Context: an optimization exercise on an open-source flow, tuned for a short achievable clock period and few clock cycles. The choices shown serve that exercise and are no tape-out recipe.
In this exercise RTL edits were held to simulation tests only and were not proved equivalent to the original.

==> design.v <==
module ALU(A, B, Result, ALUControl, Zero);
    input [31:0] A, B;
    input [2:0] ALUControl;
    output [31:0] Result;
    output Zero;
    wire [31:0] sum = ALUControl[0] ? (A - B) : (A + B);
    assign Result = (ALUControl == 3'b000 || ALUControl == 3'b001) ? sum :
                    (ALUControl == 3'b010) ? A & B :
                    (ALUControl == 3'b011) ? A | B :
                    (ALUControl == 3'b101) ? {{31{1'b0}}, sum[31]} : 0;
    assign Zero = ~|Result;
endmodule
module Control_Unit_Top(Op, RegWrite, ImmSrc, ALUSrc, MemWrite, ResultSrc, Branch, funct3, funct7, ALUControl);
    input [6:0] Op, funct7;
    input [2:0] funct3;
    output RegWrite, ALUSrc, MemWrite, ResultSrc, Branch;
    output [1:0] ImmSrc;
    output [2:0] ALUControl;
    assign RegWrite = (Op == 7'b0110011 || Op == 7'b0000011 || Op == 7'b0010011);
    assign MemWrite = (Op == 7'b0100011);
    assign ResultSrc = (Op == 7'b0000011);
    assign ALUSrc = (Op == 7'b0000011 || Op == 7'b0100011 || Op == 7'b0010011);
    assign Branch = (Op == 7'b1100011);
    assign ImmSrc = (Op == 7'b0100011) ? 2'b01 : (Op == 7'b1100011) ? 2'b10 : 2'b00;
    assign ALUControl = (Op == 7'b0000011 || Op == 7'b0100011) ? 3'b000 :
                        (Op == 7'b1100011) ? 3'b001 :
                        (Op == 7'b0110011 && funct3 == 3'b000 && funct7 == 7'b0100000) ? 3'b001 :
                        (funct3 == 3'b000) ? 3'b000 :
                        (funct3 == 3'b111) ? 3'b010 :
                        (funct3 == 3'b110) ? 3'b011 :
                        (funct3 == 3'b010) ? 3'b101 : 3'b000;
endmodule
module Mux(a, b, s, c);
    input [31:0] a, b;
    input s;
    output [31:0] c;
    assign c = s ? b : a;
endmodule
module Mux_3_by_1(a, b, c, s, d);
    input [31:0] a, b, c;
    input [1:0] s;
    output [31:0] d;
    assign d = s[1] ? c : (s[0] ? b : a);
endmodule
module PC_Module(clk, rst, EN, PC, PC_Next);
    input clk, rst, EN;
    input [31:0] PC_Next;
    output reg [31:0] PC;
    always @(posedge clk or negedge rst) begin
        if (!rst) PC <= 0;
        else if (EN) PC <= PC_Next;
    end
endmodule
module PC_Adder(a, b, c);
    input [31:0] a, b;
    output [31:0] c;
    assign c = a + b;
endmodule
module Register_File(clk, rst, WE3, A1, A2, A3, WD3, RD1, RD2);
    input clk, rst, WE3;
    input [4:0] A1, A2, A3;
    input [31:0] WD3;
    output [31:0] RD1, RD2;
    reg [31:0] registers [31:0];
    integer i;
    always @(posedge clk or negedge rst) begin
        if (!rst) for (i = 0; i < 32; i = i + 1) registers[i] <= 0;
        else if (WE3) registers[A3] <= WD3;
    end
    assign RD1 = (A1 == 0) ? 0 : (WE3 && A3 == A1) ? WD3 : registers[A1];
    assign RD2 = (A2 == 0) ? 0 : (WE3 && A3 == A2) ? WD3 : registers[A2];
endmodule
module Sign_Extend(In, Imm_Ext, ImmSrc);
    input [31:0] In;
    input [1:0] ImmSrc;
    output reg [31:0] Imm_Ext;
    always @(*) case(ImmSrc)
        2'b00: Imm_Ext = {{20{In[31]}}, In[31:20]};
        2'b01: Imm_Ext = {{20{In[31]}}, In[31:25], In[11:7]};
        2'b10: Imm_Ext = {{19{In[31]}}, In[31], In[7], In[30:25], In[11:8], 1'b0};
        default: Imm_Ext = 0;
    endcase
endmodule
module hazard_unit(rst, RegWriteM, RegWriteW, RD_M, RD_W, Rs1_E, Rs2_E, Rs1_D, Rs2_D, RD_E, ResultSrcE, PCSrcE,
                   ForwardAE, ForwardBE, StallF, StallD, FlushD, FlushE);
    input rst, RegWriteM, RegWriteW, ResultSrcE, PCSrcE;
    input [4:0] RD_M, RD_W, Rs1_E, Rs2_E, Rs1_D, Rs2_D, RD_E;
    output [1:0] ForwardAE, ForwardBE;
    output StallF, StallD, FlushD, FlushE;
    wire lwStall;
    assign ForwardAE = !rst ? 0 : (RegWriteM && RD_M != 0 && RD_M == Rs1_E) ? 2 : (RegWriteW && RD_W != 0 && RD_W == Rs1_E) ? 1 : 0;
    assign ForwardBE = !rst ? 0 : (RegWriteM && RD_M != 0 && RD_M == Rs2_E) ? 2 : (RegWriteW && RD_W != 0 && RD_W == Rs2_E) ? 1 : 0;
    assign lwStall = ResultSrcE && RD_E != 0 && (RD_E == Rs1_D || RD_E == Rs2_D);
    assign StallF = lwStall;
    assign StallD = lwStall;
    assign FlushD = PCSrcE;
    assign FlushE = lwStall | PCSrcE;
endmodule
module fetch_cycle(clk, rst, PCSrcE, PCTargetE, StallF, StallD, FlushD, PCF_out, InstrF, InstrD, PCD, PCPlus4D);
    input clk, rst, PCSrcE, StallF, StallD, FlushD;
    input [31:0] PCTargetE, InstrF;
    output [31:0] PCF_out, InstrD, PCD, PCPlus4D;
    wire [31:0] PC_F, PCF, PCPlus4F;
    reg [31:0] InstrF_reg, PCF_reg, PCPlus4F_reg;
    Mux PC_MUX (.a(PCPlus4F), .b(PCTargetE), .s(PCSrcE), .c(PC_F));
    PC_Module Program_Counter (.clk(clk), .rst(rst), .EN(~StallF), .PC(PCF), .PC_Next(PC_F));
    PC_Adder PC_adder (.a(PCF), .b(32'h4), .c(PCPlus4F));
    always @(posedge clk or negedge rst) begin
        if (!rst) begin
            InstrF_reg <= 0; PCF_reg <= 0; PCPlus4F_reg <= 0;
        end else if (FlushD) begin
            InstrF_reg <= 0; PCF_reg <= 0; PCPlus4F_reg <= 0;
        end else if (!StallD) begin
            InstrF_reg <= InstrF; PCF_reg <= PCF; PCPlus4F_reg <= PCPlus4F;
        end
    end
    assign PCF_out = PCF;
    assign InstrD = rst ? InstrF_reg : 0;
    assign PCD = rst ? PCF_reg : 0;
    assign PCPlus4D = rst ? PCPlus4F_reg : 0;
endmodule
module decode_cycle(clk, rst, InstrD, PCD, PCPlus4D, RegWriteW, RDW, ResultW, FlushE, RegWriteE, ALUSrcE, MemWriteE, ResultSrcE,
    BranchE, ALUControlE, RD1_E, RD2_E, Imm_Ext_E, RD_E, PCE, PCPlus4E, RS1_E, RS2_E);
    input clk, rst, RegWriteW, FlushE;
    input [31:0] InstrD, PCD, PCPlus4D, ResultW;
    input [4:0] RDW;
    output RegWriteE, ALUSrcE, MemWriteE, ResultSrcE, BranchE;
    output [2:0] ALUControlE;
    output [31:0] RD1_E, RD2_E, Imm_Ext_E, PCE, PCPlus4E;
    output [4:0] RD_E, RS1_E, RS2_E;
    wire RegWriteD, ALUSrcD, MemWriteD, ResultSrcD, BranchD;
    wire [1:0] ImmSrcD;
    wire [2:0] ALUControlD;
    wire [31:0] RD1_D, RD2_D, Imm_Ext_D;
    reg RegWriteD_r, ALUSrcD_r, MemWriteD_r, ResultSrcD_r, BranchD_r;
    reg [2:0] ALUControlD_r;
    reg [31:0] RD1_D_r, RD2_D_r, Imm_Ext_D_r, PCD_r, PCPlus4D_r;
    reg [4:0] RD_D_r, RS1_D_r, RS2_D_r;
    Control_Unit_Top control (.Op(InstrD[6:0]), .RegWrite(RegWriteD), .ImmSrc(ImmSrcD), .ALUSrc(ALUSrcD),
                              .MemWrite(MemWriteD), .ResultSrc(ResultSrcD), .Branch(BranchD), .funct3(InstrD[14:12]),
                              .funct7(InstrD[31:25]), .ALUControl(ALUControlD));
    Register_File rf (.clk(clk), .rst(rst), .WE3(RegWriteW), .WD3(ResultW), .A1(InstrD[19:15]), .A2(InstrD[24:20]),
                      .A3(RDW), .RD1(RD1_D), .RD2(RD2_D));
    Sign_Extend extension (.In(InstrD), .Imm_Ext(Imm_Ext_D), .ImmSrc(ImmSrcD));
    always @(posedge clk or negedge rst) begin
        if (!rst) begin
            RegWriteD_r <= 0; ALUSrcD_r <= 0; MemWriteD_r <= 0; ResultSrcD_r <= 0; BranchD_r <= 0;
            ALUControlD_r <= 0; RD1_D_r <= 0; RD2_D_r <= 0; Imm_Ext_D_r <= 0; RD_D_r <= 0;
            PCD_r <= 0; PCPlus4D_r <= 0; RS1_D_r <= 0; RS2_D_r <= 0;
        end else if (FlushE) begin
            RegWriteD_r <= 0; ALUSrcD_r <= 0; MemWriteD_r <= 0; ResultSrcD_r <= 0; BranchD_r <= 0;
            ALUControlD_r <= 0; RD1_D_r <= 0; RD2_D_r <= 0; Imm_Ext_D_r <= 0; RD_D_r <= 0;
            PCD_r <= 0; PCPlus4D_r <= 0; RS1_D_r <= 0; RS2_D_r <= 0;
        end else begin
            RegWriteD_r <= RegWriteD; ALUSrcD_r <= ALUSrcD; MemWriteD_r <= MemWriteD; ResultSrcD_r <= ResultSrcD; BranchD_r <= BranchD;
            ALUControlD_r <= ALUControlD; RD1_D_r <= RD1_D; RD2_D_r <= RD2_D; Imm_Ext_D_r <= Imm_Ext_D;
            RD_D_r <= InstrD[11:7]; PCD_r <= PCD; PCPlus4D_r <= PCPlus4D;
            RS1_D_r <= InstrD[19:15]; RS2_D_r <= InstrD[24:20];
        end
    end
    assign RegWriteE = RegWriteD_r; assign ALUSrcE = ALUSrcD_r; assign MemWriteE = MemWriteD_r;
    assign ResultSrcE = ResultSrcD_r; assign BranchE = BranchD_r; assign ALUControlE = ALUControlD_r;
    assign RD1_E = RD1_D_r; assign RD2_E = RD2_D_r; assign Imm_Ext_E = Imm_Ext_D_r;
    assign RD_E = RD_D_r; assign PCE = PCD_r; assign PCPlus4E = PCPlus4D_r;
    assign RS1_E = RS1_D_r; assign RS2_E = RS2_D_r;
endmodule
module execute_cycle(clk, rst, RegWriteE, ALUSrcE, MemWriteE, ResultSrcE, BranchE,
                     ALUControlE, RD1_E, RD2_E, Imm_Ext_E, RD_E, PCE, PCPlus4E,
                     PCSrcE, PCTargetE, RegWriteM, MemWriteM, ResultSrcM,
                     RD_M, PCPlus4M, WriteDataM, ALU_ResultM, ResultW,
                     ForwardA_E, ForwardB_E);
    input clk, rst, RegWriteE, ALUSrcE, MemWriteE, ResultSrcE, BranchE;
    input [2:0] ALUControlE;
    input [31:0] RD1_E, RD2_E, Imm_Ext_E, PCE, PCPlus4E, ResultW;
    input [1:0] ForwardA_E, ForwardB_E;
    input [4:0] RD_E;
    output PCSrcE, RegWriteM, MemWriteM, ResultSrcM;
    output [4:0] RD_M;
    output [31:0] PCPlus4M, WriteDataM, ALU_ResultM, PCTargetE;
    wire [31:0] Src_A, Src_B_interim, Src_B, ResultE;
    wire ZeroE;
    reg RegWriteE_r, MemWriteE_r, ResultSrcE_r;
    reg [4:0] RD_E_r;
    reg [31:0] PCPlus4E_r, RD2_E_r, ResultE_r;
    Mux_3_by_1 srcA_mux (.a(RD1_E), .b(ResultW), .c(ALU_ResultM), .s(ForwardA_E), .d(Src_A));
    Mux_3_by_1 srcB_mux (.a(RD2_E), .b(ResultW), .c(ALU_ResultM), .s(ForwardB_E), .d(Src_B_interim));
    Mux alu_src_mux (.a(Src_B_interim), .b(Imm_Ext_E), .s(ALUSrcE), .c(Src_B));
    ALU alu (.A(Src_A), .B(Src_B), .Result(ResultE), .ALUControl(ALUControlE), .Zero(ZeroE));
    PC_Adder branch_adder (.a(PCE), .b(Imm_Ext_E), .c(PCTargetE));
    always @(posedge clk or negedge rst) begin
        if (!rst) begin
            RegWriteE_r <= 0; MemWriteE_r <= 0; ResultSrcE_r <= 0;
            RD_E_r <= 0; PCPlus4E_r <= 0; RD2_E_r <= 0; ResultE_r <= 0;
        end else begin
            RegWriteE_r <= RegWriteE; MemWriteE_r <= MemWriteE; ResultSrcE_r <= ResultSrcE;
            RD_E_r <= RD_E; PCPlus4E_r <= PCPlus4E; RD2_E_r <= Src_B_interim; ResultE_r <= ResultE;
        end
    end
    assign PCSrcE      = ZeroE & BranchE;
    assign RegWriteM   = RegWriteE_r;
    assign MemWriteM   = MemWriteE_r;
    assign ResultSrcM  = ResultSrcE_r;
    assign RD_M        = RD_E_r;
    assign PCPlus4M    = PCPlus4E_r;
    assign WriteDataM  = RD2_E_r;
    assign ALU_ResultM = ResultE_r;
endmodule
module memory_cycle(clk, rst, RegWriteM, MemWriteM, ResultSrcM, RD_M, PCPlus4M, WriteDataM, 
    ALU_ResultM, ReadDataM, RegWriteW, ResultSrcW, RD_W, PCPlus4W, ALU_ResultW, ReadDataW);
    input clk, rst, RegWriteM, MemWriteM, ResultSrcM;
    input [4:0] RD_M; 
    input [31:0] PCPlus4M, WriteDataM, ALU_ResultM, ReadDataM;
    output RegWriteW, ResultSrcW; 
    output [4:0] RD_W;
    output [31:0] PCPlus4W, ALU_ResultW, ReadDataW;
    reg RegWriteM_r, ResultSrcM_r;
    reg [4:0] RD_M_r;
    reg [31:0] PCPlus4M_r, ALU_ResultM_r, ReadDataM_r;
    always @(posedge clk or negedge rst) begin
        if (!rst) begin
            RegWriteM_r <= 0; ResultSrcM_r <= 0; RD_M_r <= 0;
            PCPlus4M_r <= 0; ALU_ResultM_r <= 0; ReadDataM_r <= 0;
        end else begin
            RegWriteM_r <= RegWriteM; ResultSrcM_r <= ResultSrcM; RD_M_r <= RD_M;
            PCPlus4M_r <= PCPlus4M; ALU_ResultM_r <= ALU_ResultM; ReadDataM_r <= ReadDataM;
        end
    end 
    assign RegWriteW = RegWriteM_r; assign ResultSrcW = ResultSrcM_r; assign RD_W = RD_M_r;
    assign PCPlus4W = PCPlus4M_r; assign ALU_ResultW = ALU_ResultM_r; assign ReadDataW = ReadDataM_r;
endmodule
module writeback_cycle(clk, rst, ResultSrcW, PCPlus4W, ALU_ResultW, ReadDataW, ResultW);
    input clk, rst, ResultSrcW;
    input [31:0] PCPlus4W, ALU_ResultW, ReadDataW;
    output [31:0] ResultW;
    Mux result_mux (.a(ALU_ResultW), .b(ReadDataW), .s(ResultSrcW), .c(ResultW));
endmodule
module pipeline_top(clk, rst, imem_addr, imem_rdata, dmem_addr, dmem_wdata, dmem_we, dmem_rdata);
    input clk, rst;
    output [31:0] imem_addr;
    input  [31:0] imem_rdata;
    output [31:0] dmem_addr, dmem_wdata;
    output dmem_we;
    input  [31:0] dmem_rdata;
    wire PCSrcE, RegWriteW, RegWriteE, ALUSrcE, MemWriteE, ResultSrcE, BranchE,
         RegWriteM, MemWriteM, ResultSrcM, ResultSrcW;
    wire [2:0] ALUControlE;
    wire [4:0] RD_E, RD_M, RD_W;
    wire [31:0] PCTargetE, InstrD, PCD, PCPlus4D, ResultW,
                RD1_E, RD2_E, Imm_Ext_E, PCE, PCPlus4E,
                PCPlus4M, WriteDataM, ALU_ResultM,
                PCPlus4W, ALU_ResultW, ReadDataW;
    wire [4:0] RS1_E, RS2_E;
    wire [1:0] ForwardAE, ForwardBE;
    wire StallF, StallD, FlushD, FlushE;
    fetch_cycle    Fetch    (.clk(clk), .rst(rst), .PCSrcE(PCSrcE), .PCTargetE(PCTargetE),
                            .StallF(StallF), .StallD(StallD), .FlushD(FlushD),
                            .PCF_out(imem_addr), .InstrF(imem_rdata),
                            .InstrD(InstrD), .PCD(PCD), .PCPlus4D(PCPlus4D));
    decode_cycle   Decode   (.clk(clk), .rst(rst), .InstrD(InstrD), .PCD(PCD), .PCPlus4D(PCPlus4D),
                            .RegWriteW(RegWriteW), .RDW(RD_W), .ResultW(ResultW), .FlushE(FlushE),
                            .RegWriteE(RegWriteE), .ALUSrcE(ALUSrcE), .MemWriteE(MemWriteE),
                            .ResultSrcE(ResultSrcE), .BranchE(BranchE), .ALUControlE(ALUControlE),
                            .RD1_E(RD1_E), .RD2_E(RD2_E), .Imm_Ext_E(Imm_Ext_E),
                            .RD_E(RD_E), .PCE(PCE), .PCPlus4E(PCPlus4E),
                            .RS1_E(RS1_E), .RS2_E(RS2_E));
    execute_cycle  Execute  (.clk(clk), .rst(rst), .RegWriteE(RegWriteE), .ALUSrcE(ALUSrcE),
                            .MemWriteE(MemWriteE), .ResultSrcE(ResultSrcE), .BranchE(BranchE),
                            .ALUControlE(ALUControlE), .RD1_E(RD1_E), .RD2_E(RD2_E),
                            .Imm_Ext_E(Imm_Ext_E), .RD_E(RD_E), .PCE(PCE), .PCPlus4E(PCPlus4E),
                            .PCSrcE(PCSrcE), .PCTargetE(PCTargetE),
                            .RegWriteM(RegWriteM), .MemWriteM(MemWriteM), .ResultSrcM(ResultSrcM),
                            .RD_M(RD_M), .PCPlus4M(PCPlus4M), .WriteDataM(WriteDataM),
                            .ALU_ResultM(ALU_ResultM), .ResultW(ResultW),
                            .ForwardA_E(ForwardAE), .ForwardB_E(ForwardBE));
    memory_cycle   Memory   (.clk(clk), .rst(rst), .RegWriteM(RegWriteM), .MemWriteM(MemWriteM),
                            .ResultSrcM(ResultSrcM), .RD_M(RD_M), .PCPlus4M(PCPlus4M),
                            .WriteDataM(WriteDataM), .ALU_ResultM(ALU_ResultM),
                            .ReadDataM(dmem_rdata),
                            .RegWriteW(RegWriteW), .ResultSrcW(ResultSrcW), .RD_W(RD_W),
                            .PCPlus4W(PCPlus4W), .ALU_ResultW(ALU_ResultW), .ReadDataW(ReadDataW));
    writeback_cycle WriteBack (.clk(clk), .rst(rst), .ResultSrcW(ResultSrcW),
                              .PCPlus4W(PCPlus4W), .ALU_ResultW(ALU_ResultW),
                              .ReadDataW(ReadDataW), .ResultW(ResultW));
    hazard_unit    Hazard   (.rst(rst), .RegWriteM(RegWriteM), .RegWriteW(RegWriteW),
                            .RD_M(RD_M), .RD_W(RD_W), .Rs1_E(RS1_E), .Rs2_E(RS2_E),
                            .Rs1_D(InstrD[19:15]), .Rs2_D(InstrD[24:20]),
                            .RD_E(RD_E), .ResultSrcE(ResultSrcE), .PCSrcE(PCSrcE),
                            .ForwardAE(ForwardAE), .ForwardBE(ForwardBE),
                            .StallF(StallF), .StallD(StallD), .FlushD(FlushD), .FlushE(FlushE));
    assign dmem_addr  = ALU_ResultM;
    assign dmem_wdata = WriteDataM;
    assign dmem_we    = MemWriteM;
endmodule
==> run.sh <==
#!/bin/bash
# synth_recipe.tcl (not shown) runs the flow's synth.tcl, then flattens the netlist and writes it again
# the make line also repeats each setting of config.mk as NAME=value (left out here)
make -C /OpenROAD-flow-scripts/flow DESIGN_CONFIG=/design/flow/config.mk WORK_HOME=/design/flow/orfs CLKGATE_MAP_FILE= SYNTH_SCRIPT=/design/flow/synth_recipe.tcl finish
==> config.mk <==
export PLATFORM = sky130hd
export DESIGN_NAME = pipeline_top
export DESIGN_NICKNAME = pipeline_top
export VERILOG_FILES = /design/flow/design.v
export SDC_FILE = /design/flow/constraint.sdc
export NUM_CORES = 4
export LEC_CHECK = 0
export CAP_MARGIN = 20
export CORE_MARGIN = 2
export CORE_UTILIZATION = 40
export PLACE_DENSITY = 0.6
export SLEW_MARGIN = 20
==> constraint.sdc <==
create_clock -name core_clock -period 9.0 [get_ports {clk}]
set_input_delay 1.8000 -clock core_clock [delete_from_list [all_inputs] [get_ports {clk}]]
set_output_delay 1.8000 -clock core_clock [all_outputs]
set_load 0.01 [all_outputs]
==> results.txt <==
==> kinds of logic (layout without fill, tap and decap cells) <==
logic type | after synthesis | after routing | share of synthesized area (%)
mux | 73 | 73 | 1.14
xor+xnor | 116 | 116 | 1.53
buf+inv | 684 | 854 | 4.04
other cells | 0 | 28 | 0
fa+ha+maj | 87 | 87 | 1.60
compound gates | 2614 | 2614 | 25.9
flops | 1363 | 1363 | 51.3
simple gates | 2195 | 2195 | 14.5
==> cell usage after synthesis (11+ instances only) <==
cell      number
a221o_1       23
a22oi_1      386
nand2b_1      25
xnor2_1       68
mux2i_1       52
nand3_1       99
ha_1          66
o211a_1       11
maj3_1        14
a221oi_1     258
a21o_1        19
nor2_1       790
clkbuf_1     565
o21ai_0      481
a31oi_1       15
or3_1         17
a21oi_1      872
inv_1         47
buf_1         31
nand2_1      797
dfrtp_1     1363
nor2b_1       15
buf_2         28
a211oi_1      82
mux2_2        19
and2_1        69
o31ai_1       19
nor4_1        76
or2_2         16
xor2_1        48
nand4_1      155
and3_1        19
o21a_1        16
o211ai_1      32
a222oi_1      29
nor3_1        69
a22o_1       257
==> final timing paths <==
path	start	cells after the start	to
setup / recovery	rst	32	Decode.ALUControlD_r[1]$_DFF_PN0_
hold / removal	Decode.RegWriteD_r$_DFF_PN0_	0	Execute.RegWriteE_r$_DFF_PN0_
setup reg to reg	Execute.RD_E_r[1]$_DFF_PN0_	29	Decode.ALUControlD_r[1]$_DFF_PN0_
max in group asynchronous	rst	8	Decode.rf.registers[11][14]$_DFFE_PN0P_
min in group asynchronous	rst	2	Memory.RegWriteM_r$_DFF_PN0_
hold reg to reg	Decode.RegWriteD_r$_DFF_PN0_	0	Execute.RegWriteE_r$_DFF_PN0_
==> report_power, final <==
part,switching [mW],internal (mW)
Sequential,0.234,6.29
Clock,2.80,3.71
Combinational,1.15,0.547
==> layout make-up <==
cell class / count / area, um2
Antenna cell: 28 / 70.1
Clock buffer: 224 / 4440
Clock inverter: 46 / 701
Fill cell: 15440 / 86900
Inverter: 48 / 180
Multi-Input combinational cell: 5085 / 31100
Sequential cell: 1363 / 34100
Tap cell: 2189 / 2740
Timing Repair Buffer: 536 / 4810
==> timing repair <==
item / CTS / global route
gates resized for setup: 0 / 6
setup endpoints to repair: 0 / 210
buffers inserted: 0 / 1
==> per-layer routing <==
metal | vias to the layer above | share of wire, %
met4 | 16 | 8.5
met1 | 31422 | 37
met3 | 1684 | 15
li1 | 26347 | -
met2 | 5563 | 40
met5 | - | 0.043
==> impl_metrics.ini <==
[final_layout]
fin_nets = 7319
final_area_um2 = 78100
drive_above_1_share_pct = 11.6
synthToLayoutAreaGrowth_pct = 17.5
largest_reg_flops = 992
final_util_pct = 47.3
most-common-layout-cells = 1,361 x dfrtp_1, 871 x a21oi_1, 785 x nand2_1
top_register = Decode.rf.registers
layout_commonest_cell = dfrtp_1
finalNonFillerCells = 9519

[power_and_ir_drop]
finalPower_mw = 14.7
power_density_nw_per_um2 = 189
ir_drop_v = 0.000143
leakagePower_nw = 33.8

[detailed_routing]
dr.pass1.iters = 9
postRouteAntennaNets = 0
num_vias = 65032
wl_mm = 328
wl_per_cell_um = 34.5
viasPerCell = 6.83
drtIter0Drc = 11289
drc = 0

[clock_network]
hold_buffers = 0
clk_pin_slew_ns = 0.06
cts_sinks = 1363
numCtsBuffers = 151
cts_htree_levels = 4
clock_latency_ns = 0.82
root_buffer = clkbuf_16
clockBufferDepth = 3
cts_tree = done

[synthesis]
async_flop_share_pct = 100
synth_edf_count = 0
seq_area_frac_synth_pct = 51.3
ys_warn_count = 8
syn_area_per_cell_um2 = 9.32
syn_area_um2 = 66500
synth_ff_type = dfrtp_1
syn_inst = 7132
synth_top_area_cell = dfrtp_1
synth_top_cell_area_share_pct = 51.3
yosysUniqueCellTypes = 91
ys_seq_elements = 1363
ys_top_cells_by_area = dfrtp_1 51%, a21oi_1 6.6%, nand2_1 4.5%
syn-num-nets = 7266

[die]
rows = 149
num_io_pins = 163
fp.coreArea_um2 = 165000
die_area_um2 = 170000
fp.dieH_um = 412
die_w_um = 412
start_util_pct = 40.3

[sta]
hold_viol = 0
drv_slew = 0
setup_tns_ns = 0
tightest_slew_ns = 1.34
fin_crit_ns = 8.65
slew_headroom_pct = 9.78
setup_viol = 0
fin_crit_sh_pct = 96.1
timing.final.ws_setup_ns = 0.348
fin_skew_ns = 0.0461
fin_hold_ws_ns = 0.359
max_freq_mhz = 116

[global_route]
grt.busiest_layer = met2
grt_pass1_vias = 60716
antenna_found_initial = 20
grtUsageMet3_pct = 16.4
grt_pass1_wl_mm = 460
gr-usage-met2_pct = 51.9
gr-usage-all-layers_pct = 37.9
use_met1_pct = 48.3
grt_max_degree = 170
grt_remaining_overflow = 0

[setup_path]
crit_arrival_ns = 9.34
path_delay_family = simple AND/OR/NAND/NOR gates
crit_fanout = 53
setup.worst_path.start_class = primary input
cpMaxStageDelayCell = or4b_4
crit_type = in2reg
worst-path-buf-inv = 6
crit_top_cell = buf_4
ff2ff_setup_slack_ns = 0.49
cp_slowest_stage_delay_ns = 0.53
setup.worst_path.end_class = flip-flop
cp_data_required_time_ns = 9.69

[flow_run]
maxCapViolations = 0

[worst_hold_path]
hold_path.class = reg2reg

[outcome]
outcome = no timing/DRC/antenna violations

[placement]
place_hpwl_mm = 191
portBuffers = 162
placed_cells = 9213
place_congestion = 1.00
placed_area_um2 = 72600
dp_slack_ns = -0.576
Testbench counts, summed over its fixed seeds: cycles 393,819.

## separate check: timing with driven ports
How much do the figures lean on ideal ports? The routed layout below was timed once more, with nothing changed but the port constraints.
Step 1, drivers: a clkbuf_16 drives clk and a buf_2 each remaining input, both assumed.
Step 2 times the ports against the registers' clock, not the clock port: input delays grow and output delays shrink by t, the midpoint of the rising clock arrivals with the driver on.
a / b / c = no drivers / after step 1 / after step 2; a / b = the first two.
t (ns): 0.895
setup WS [ns]: 0.348 / 0.355 / -0.541
hold slack, ns: 0.359 / 0.359 / 0.359
worst setup path at the end: input to register
cell pins on the clock port's net: 1
With both steps, setup timing fails in this run, where it was met with ideal ports. For this run, drivers alone change the setup slack by +0.007 ns; drivers and shift together by -0.889 ns.
